This is an optimization exercise on Yosys and OpenROAD, whose aim is small area, a short achievable clock period and few clock cycles, not a production implementation. In this exercise RTL edits were held to simulation tests only and were not proved equivalent to the original. Power figures rest on the tool's default switching activity, not on a simulated workload.

Design gun, start of the top module:
module gun(
    input rst_i,
    input clk_i,
    input [15:0] sw_i,
    output busy,
    output [14:0] leds
);
Size: roughly 470 cells after synthesis, roughly 0.0039 mm2 of cells after synthesis.
export LEC_CHECK = 0
export CAP_MARGIN = 0
export CORE_MARGIN = 2
export CORE_UTILIZATION = 40
export SETUP_SLACK_MARGIN = 1.2
export SLEW_MARGIN = 0
export SYNTH_HIERARCHICAL = 1
export SYNTH_MINIMUM_KEEP_SIZE = 0
create_clock -name core_clock -period 4.0 [get_ports {clk_i}]
standard.sh (not shown) runs the stock make flow with config.mk's settings and CLKGATE_MAP_FILE= SYNTH_SCRIPT=/design/flow/synth_recipe.tcl, a recipe that flattens the netlist after the stock synthesis.
==> flow/flow/run.sh <==
#!/bin/bash
set -euo pipefail
cd "$(dirname "${BASH_SOURCE[0]}")/.."
bash standard.sh finish ADDER_MAP_FILE= "BUFFER_PORTS_ARGS=-buffer_cell sky130_fd_sc_hd__buf_2" > standard_flow.log 2>&1
The first run produced a clean layout.
Testbench counts at the start, summed over its fixed seeds: cycles 6,400.
==> next run, changes <==
--- a/flow/config.mk
+++ b/flow/config.mk
@@ -7,3 +7,4 @@
 export LEC_CHECK = 0
-export CAP_MARGIN = 0
+export ABC_AREA = 1
+export CAP_MARGIN = 20
 export CORE_MARGIN = 2
@@ -11,3 +12,3 @@
 export SETUP_SLACK_MARGIN = 1.2
-export SLEW_MARGIN = 0
+export SLEW_MARGIN = 20
 export SYNTH_HIERARCHICAL = 1
Effect: The new run produced a clean layout. Cell count is higher by 51%. Worst setup slack gains 170 ps. Hold slack loses 32 ps. Core utilization is lower by 0.59 points. Non-clock buffer count is lower by 3. Wire length is higher by 19%. Power is lower by 19%. Die area is higher by 14%. Clock power barely changes. Cell area is higher by 11%.

Another version of the RTL of gun (not shown whole).
Size: ~39 flip-flops, roughly 34 I/O pins.
Settings: LEC_CHECK=0, CAP_MARGIN=20, CORE_MARGIN=2, CORE_UTILIZATION=60, SETUP_SLACK_MARGIN=0.5, SLEW_MARGIN=20, SYNTH_HIERARCHICAL=1, SYNTH_MINIMUM_KEEP_SIZE=0; clock period 4.0 ns.
Scripts as last shown in full above: flow/flow/run.sh
Testbench counts at the start, summed over its fixed seeds: cycles 6,400.
Rerun with:
==> flow/flow/run.sh (replaced) <==
#!/bin/bash
set -euo pipefail
cd "$(dirname "${BASH_SOURCE[0]}")/.."
bash standard.sh finish ADDER_MAP_FILE= "BUFFER_PORTS_ARGS=-buffer_cell sky130_fd_sc_hd__buf_1" > standard_flow.log 2>&1
Settings changed: CORE_UTILIZATION 60 to 40, SETUP_SLACK_MARGIN 0.5 to 1.2.
Effect:
- The new run went through all stages and came out clean
- critical path depth does not change
- design area increases by 5.0%
- count of clock-buffer cells in the layout increases by 1
- final cell count increases by 13%
- area after synthesis is unchanged
- via count increases by 2.1%
Rerun with:
==> flow/flow/run.sh (replaced) <==
#!/bin/bash
set -euo pipefail
cd "$(dirname "${BASH_SOURCE[0]}")/.."
bash standard.sh finish ADDER_MAP_FILE= "BUFFER_PORTS_ARGS=-buffer_cell sky130_fd_sc_hd__buf_2" > standard_flow.log 2>&1
Settings changed: SETUP_SLACK_MARGIN 1.2 to 1.0.
Maximum frequency is lower by 5.3%.
Clock skew stays flat.
Global-route usage is lower by 0.41 points.
Clock power is lower by 18%.
Rerun with:
Settings changed: SETUP_SLACK_MARGIN 1.0 to 0.5.
=>
- total power hardly moves
- register-to-register slack is worse by 130 ps
- setup slack is worse by 130 ps
Rerun with:
Settings changed: SETUP_SLACK_MARGIN 0.5 to 2.0.
Global-route usage rises by 3.5 points; first-iteration DRC count fell by 22%; critical path depth came out lower by 2; total power grows by 34%; routed wire length grows by 31%.
Rerun with:
Settings changed: SETUP_SLACK_MARGIN 2.0 to 1.5.
Outcome: The changed run ran to the end with no violations; area after synthesis does not change; via count goes down by 3.8%; routed wire length goes down by 7.9%; die area is unchanged; total power goes down by 8.7%; global-route usage goes down by 1.6 points; cell count goes down by 4.6%; sequential cell count does not change; critical path depth does not change.

gun with an RTL version that a note above also has.
Size in the first run: ~39 flip-flops, roughly 3900 sq um of cells after synthesis.
==> flow/design.v (excerpt) <==
module gun(
    input rst_i,
    input clk_i,
    input [15:0] sw_i,
    output busy,
    output [14:0] leds
);
wire [7:0] a = sw_i[15:8];
wire [6:0] b = sw_i[6:0];
reg c1, c2;          
reg [14:0] r0;
reg [14:0] r1;       
wire [8:0] v;
wire [14:0] sum, car;
reg [8:0] vq;         
reg [6:0] aq;         
wire [6:0] ap = {aq[6], aq[5], aq[4], aq[3], aq[2], aq[1], aq[0]};
gun_st1 st1(.a(a), .b(b), .v(v));
gun_out out(.r0(r0), .c({r1[13], r1[12], r1[11], r1[10], r1[8], r1[1]}), .y(leds));
wire [8:0] v2 = vq;
wire xp1 = ap[0] & v2[0];
wire xp2 = ap[0] & v2[1];
wire xp3 = ap[0] & v2[2];
wire xp4 = ap[0] & v2[3];
wire xp5 = ap[0] & v2[4];
wire xp6 = ap[0] & v2[5];
wire xp7 = ap[0] & v2[6];
wire xp8 = ap[0] & v2[7];
wire xp9 = ap[0] & v2[8];
wire xp10 = ap[1] & v2[0];
wire xp11 = ap[1] & v2[1];
wire xp12 = ap[1] & v2[2];
wire xp13 = ap[1] & v2[3];
wire xp14 = ap[1] & v2[4];
wire xp15 = ap[1] & v2[5];
wire xp16 = ap[1] & v2[6];
wire xp17 = ap[1] & v2[7];
wire xp18 = ap[1] & v2[8];
wire xp19 = ap[2] & v2[0];
wire xp20 = ap[2] & v2[1];
wire xp21 = ap[2] & v2[2];
wire xp22 = ap[2] & v2[3];
wire xp23 = ap[2] & v2[4];
wire xp24 = ap[2] & v2[5];
wire xp25 = ap[2] & v2[6];
wire xp26 = ap[2] & v2[7];
wire xp27 = ap[2] & v2[8];
wire xp28 = ap[3] & v2[0];
wire xp29 = ap[3] & v2[1];
wire xp30 = ap[3] & v2[2];
wire xp31 = ap[3] & v2[3];
wire xp32 = ap[3] & v2[4];
wire xp33 = ap[3] & v2[5];
wire xp34 = ap[3] & v2[6];
wire xp35 = ap[3] & v2[7];
wire xp36 = ap[3] & v2[8];
wire xp37 = ap[4] & v2[0];
wire xp38 = ap[4] & v2[1];
wire xp39 = ap[4] & v2[2];
wire xp40 = ap[4] & v2[3];
wire xp41 = ap[4] & v2[4];
wire xp42 = ap[4] & v2[5];
wire xp43 = ap[4] & v2[6];
wire xp44 = ap[4] & v2[7];
wire xp45 = ap[4] & v2[8];
wire xp46 = ap[5] & v2[0];
wire xp47 = ap[5] & v2[1];
wire xp48 = ap[5] & v2[2];
wire xp49 = ap[5] & v2[3];
wire xp50 = ap[5] & v2[4];
wire xp51 = ap[5] & v2[5];
wire xp52 = ap[5] & v2[6];
wire xp53 = ap[5] & v2[7];
wire xp54 = ap[5] & v2[8];
wire xp55 = ap[6] & v2[0];
wire xp56 = ap[6] & v2[1];
wire xp57 = ap[6] & v2[2];
wire xp58 = ap[6] & v2[3];
wire xp59 = ap[6] & v2[4];
wire xp60 = ap[6] & v2[5];
wire xp61 = ap[6] & v2[6];
wire xp62 = ap[6] & v2[7];
wire xp63 = ap[6] & v2[8];
wire xq64 = a[7] & b[0];
wire xq65 = a[7] & b[1];
  ...
export LEC_CHECK = 0
export CAP_MARGIN = 20
export CORE_MARGIN = 2
export CORE_UTILIZATION = 40
export PLACE_DENSITY = 0.75
export SETUP_SLACK_MARGIN = 1.2
export SLEW_MARGIN = 20
export SYNTH_HIERARCHICAL = 1
export SYNTH_MINIMUM_KEEP_SIZE = 0
create_clock -name core_clock -period 4.0 [get_ports {clk_i}]
==> flow/flow/run.sh <==
#!/bin/bash
set -euo pipefail
cd "$(dirname "${BASH_SOURCE[0]}")/.."
bash standard.sh finish ADDER_MAP_FILE= "BUFFER_PORTS_ARGS=-buffer_cell sky130_fd_sc_hd__buf_2" > standard_flow.log 2>&1
The starting point passed the timing, design-rule and antenna checks.
Testbench counts at the start, summed over its fixed seeds: cycles 6,400.
==> next run, changes <==
PLACE_DENSITY = 0.45   (was 0.75)
Global-route usage grows by 1.8 points.
Total power grows by 2.8%.
Clock skew shrinks by 3.4 ps.
Sequential power shrinks by about 0.6%.
Maximum frequency shrinks by 1.7%.
Die area does not change.
Design area grows by 1.1%.
Worst hold slack loses 3.7 ps.
Routed wire length grows by 8.9%.
Clock-buffer cell count is unchanged.
==> next run, changes <==
==> flow/flow/run.sh (replaced) <==
#!/bin/bash
set -euo pipefail
cd "$(dirname "${BASH_SOURCE[0]}")/.."
bash standard.sh finish "BUFFER_PORTS_ARGS=-buffer_cell sky130_fd_sc_hd__buf_2" > standard_flow.log 2>&1
PLACE_DENSITY = unset   (was 0.45)
- wire length fell by about 17%
- worst setup slack is worse by 370 ps
- die area fell by about 7.5%
- clock power fell by about 7%
- synthesized area fell by about 8%
==> next run, changes <==
==> flow/flow/run.sh (replaced) <==
#!/bin/bash
set -euo pipefail
cd "$(dirname "${BASH_SOURCE[0]}")/.."
bash standard.sh finish ADDER_MAP_FILE= "BUFFER_PORTS_ARGS=-buffer_cell sky130_fd_sc_hd__buf_2" > standard_flow.log 2>&1
CTS_CLUSTER_DIAMETER = 100   (was unset)
CTS_CLUSTER_SIZE = 30   (was unset)
What happened: Routed wire length goes up by about a fifth. Total power went up by roughly a tenth. Synthesized area goes up by a little under a tenth. Sequential power increases by a few percent. Fmax climbs by about a fifth. Worst setup slack gains 400 ps. Count of clock-buffer cells in the layout is lower by 1. First-iteration DRC count rises by about a fifth. Clock skew climbs by 4.0 ps. Design area drops slightly. Non-clock buffer count is lower by 20.

old:
gun, a different RTL version from the one above (not shown whole).
Size: ~480 cells after synthesis, about 34 I/O pins, roughly 4000 sq um of cells after synthesis.
export LEC_CHECK = 0
export CAP_MARGIN = 20
export CORE_MARGIN = 2
export CORE_UTILIZATION = 40
export SETUP_SLACK_MARGIN = 1.2
export SLEW_MARGIN = 20
export SYNTH_HIERARCHICAL = 1
export SYNTH_MINIMUM_KEEP_SIZE = 0
create_clock -name core_clock -period 4.0 [get_ports {clk_i}]
==> flow/flow/run.sh <==
#!/bin/bash
set -euo pipefail
cd "$(dirname "${BASH_SOURCE[0]}")/.."
bash standard.sh finish ADDER_MAP_FILE= "BUFFER_PORTS_ARGS=-buffer_cell sky130_fd_sc_hd__buf_2" > standard_flow.log 2>&1
old | stages: all done | timing, DRC, antenna: all pass
Testbench counts of old, summed over its fixed seeds: cycles 6,400.
### old -> new
- SETUP_SLACK_MARGIN: 1.2 -> 1.25
Notes after the runs:
- For sequential share of layout area, old and new come out practically identical.
- There was hardly any difference in combinational power between new and old.
- On via count of the first global-routing pass, old tracks new almost exactly.
- Power: new and old compared, lower one is old
- When the final numbers for new and old were put side by side, the number of non-clock buffers in the layout turned out to be greater in new.
- Power in sequential cells: new vs old — no meaningful difference
- Between new and old, the difference in post-DP HPWL is negligible.

RTL: one of the versions met above, not the one the previous note started from.
For scale: roughly 39 flip-flops, about 34 I/O pins, roughly 3900 um2 of cells after synthesis.
clock: 4.0 ns
lec_check: 0
cap_margin: 20
core_margin: 2
core_utilization: 40
setup_slack_margin: 1.3
slew_margin: 20
synth_hierarchical: 1
synth_minimum_keep_size: 0
Scripts as last shown in full above: flow/flow/run.sh
Testbench counts at the start, summed over its fixed seeds: cycles 6,400.
Rerun with:
- SETUP_SLACK_MARGIN: 1.3 -> 0.5
The changed run finished with timing, DRC and antenna clean; area after synthesis does not change; final area fell by 7.8%; synthesized cell count stays the same; worst setup slack degrades by 0.55 ns; sequential power stays flat; first-iteration DRC count fell by 12%; global-route usage hardly moves; power drops by 6.0%; register-to-register slack gets worse by 0.55 ns.

gun with an RTL version that a note above also has.
For scale: about 39 flip-flops.
export LEC_CHECK = 0
export CAP_MARGIN = 20
export CORE_MARGIN = 2
export CORE_UTILIZATION = 40
export SETUP_SLACK_MARGIN = 1.2
export SLEW_MARGIN = 20
export SYNTH_HIERARCHICAL = 1
export SYNTH_MINIMUM_KEEP_SIZE = 0
export TNS_END_PERCENT = 10
create_clock -name core_clock -period 4.0 [get_ports {clk_i}]
Scripts as last shown in full above: flow/flow/run.sh
Testbench counts at the start, summed over its fixed seeds: cycles 6,400.
Next try:
Settings changed: SETUP_SLACK_MARGIN 1.2 to 1.3, TNS_END_PERCENT 10 to default.
Clock-buffer cell count is unchanged.
Routed wire length climbs by 4.4%.
Design area climbs by 3.1%.
Next try:
Settings changed: SETUP_SLACK_MARGIN 1.3 to 1.2.
What happened: Cell count is lower by 2.1%. Utilization went down by 1.3 points. Non-clock buffer count decreases by 14. Flip-flop and latch count does not change. Cell area shrinks by 2.7%. Synthesized area is unchanged. Clock power barely changes. Global-route usage goes down by 0.29 points. Fmax fell by 1.2%.

RTL: one of the versions met above, not the one the previous note started from.
For scale: ~470 cells after synthesis, ~39 flip-flops, ~3900 um^2 of cells after synthesis.
## gun
module gun(
    input rst_i,
    input clk_i,
    input [15:0] sw_i,
    output busy,
    output [14:0] leds
);
clock: 4.0 ns
lec_check: 0
cap_margin: 20
core_margin: 2
core_utilization: 40
setup_slack_margin: 1.2
slew_margin: 20
synth_hierarchical: 1
synth_minimum_keep_size: 0
Scripts as last shown in full above: flow/flow/run.sh
The first run passed the timing, design-rule and antenna checks.
Testbench counts at the start, summed over its fixed seeds: cycles 6,400.
Rerun with:
--- a/flow/config.mk
+++ b/flow/config.mk
@@ -9,5 +9,5 @@
 export CORE_MARGIN = 2
 export CORE_UTILIZATION = 40
-export SETUP_SLACK_MARGIN = 1.2
+export SETUP_SLACK_MARGIN = 1.1
 export SLEW_MARGIN = 20
 export SYNTH_HIERARCHICAL = 1
=> First-iteration DRC count increases by about 10%; cell count decreases by about 0.5%; sequential share of layout area stays flat.

## port drivers added, routing unchanged
No port has a modelled driver above. Below, the same layouts with a new extraction and two added sets of constraints.
Step 1 sets driving cells, clkbuf_16 on the clock port and buf_2 on the other inputs (assumed; they add their load-dependent delay and slew).
Step 2 moves the port delays by t, midway between the first and last clock arrival at a register: inputs arrive t later, outputs are due t later. That takes back most of the time a late clock gives input paths.
Three values: ideal ports, drivers, drivers and shift; two values: the first two.
run | t (ns) | setup slack, ns | worst setup path at the end
the first run of note 1 | 0.329 | 1.317 / 1.317 / 1.300 | input to register
the second run of note 1 | 0.331 | 1.484 / 1.451 / 1.718 | input to register
the first run of note 2 | 0.321 | 0.909 / 0.909 / 0.909 | register to register
the second run of note 2 | 0.324 | 1.278 / 1.268 / 1.161 | input to register
the third run of note 2 | 0.328 | 1.127 / 1.127 / 1.127 | register to register
the fourth run of note 2 | 0.328 | 0.995 / 0.995 / 0.995 | register to register
the fifth run of note 2 | 0.335 | 1.259 / 1.224 / 1.314 | register to register
the sixth run of note 2 | 0.322 | 1.311 / 1.280 / 1.217 | input to register
the first run of note 3 | 0.318 | 1.334 / 1.330 / 1.299 | input to register
the second run of note 3 | 0.336 | 1.288 / 1.288 / 1.288 | register to register
the third run of note 3 | 0.322 | 0.919 / 0.919 / 0.919 | register to register
the fourth run of note 3 | 0.329 | 1.317 / 1.317 / 1.300 | input to register
old | 0.315 | 1.304 / 1.277 / 1.259 | input to register
new | 0.317 | 1.338 / 1.310 / 1.260 | input to register
the first run of note 5 | 0.332 | 1.394 / 1.372 / 1.293 | input to register
the second run of note 5 | 0.331 | 0.846 / 0.846 / 0.846 | register to register
the first run of note 6 | 0.324 | 1.239 / 1.239 / 1.239 | register to register
the second run of note 6 | 0.331 | 1.316 / 1.279 / 1.243 | input to register
the third run of note 6 | 0.325 | 1.283 / 1.255 / 1.260 | input to register
the first run of note 7 | 0.329 | 1.317 / 1.317 / 1.300 | input to register
the second run of note 7 | 0.332 | 1.176 / 1.176 / 1.176 | register to register
After both steps every run listed still meets setup and hold. For the second run of note 2, which loses most, drivers alone change the setup slack by -0.010 ns; drivers and shift together by -0.117 ns.
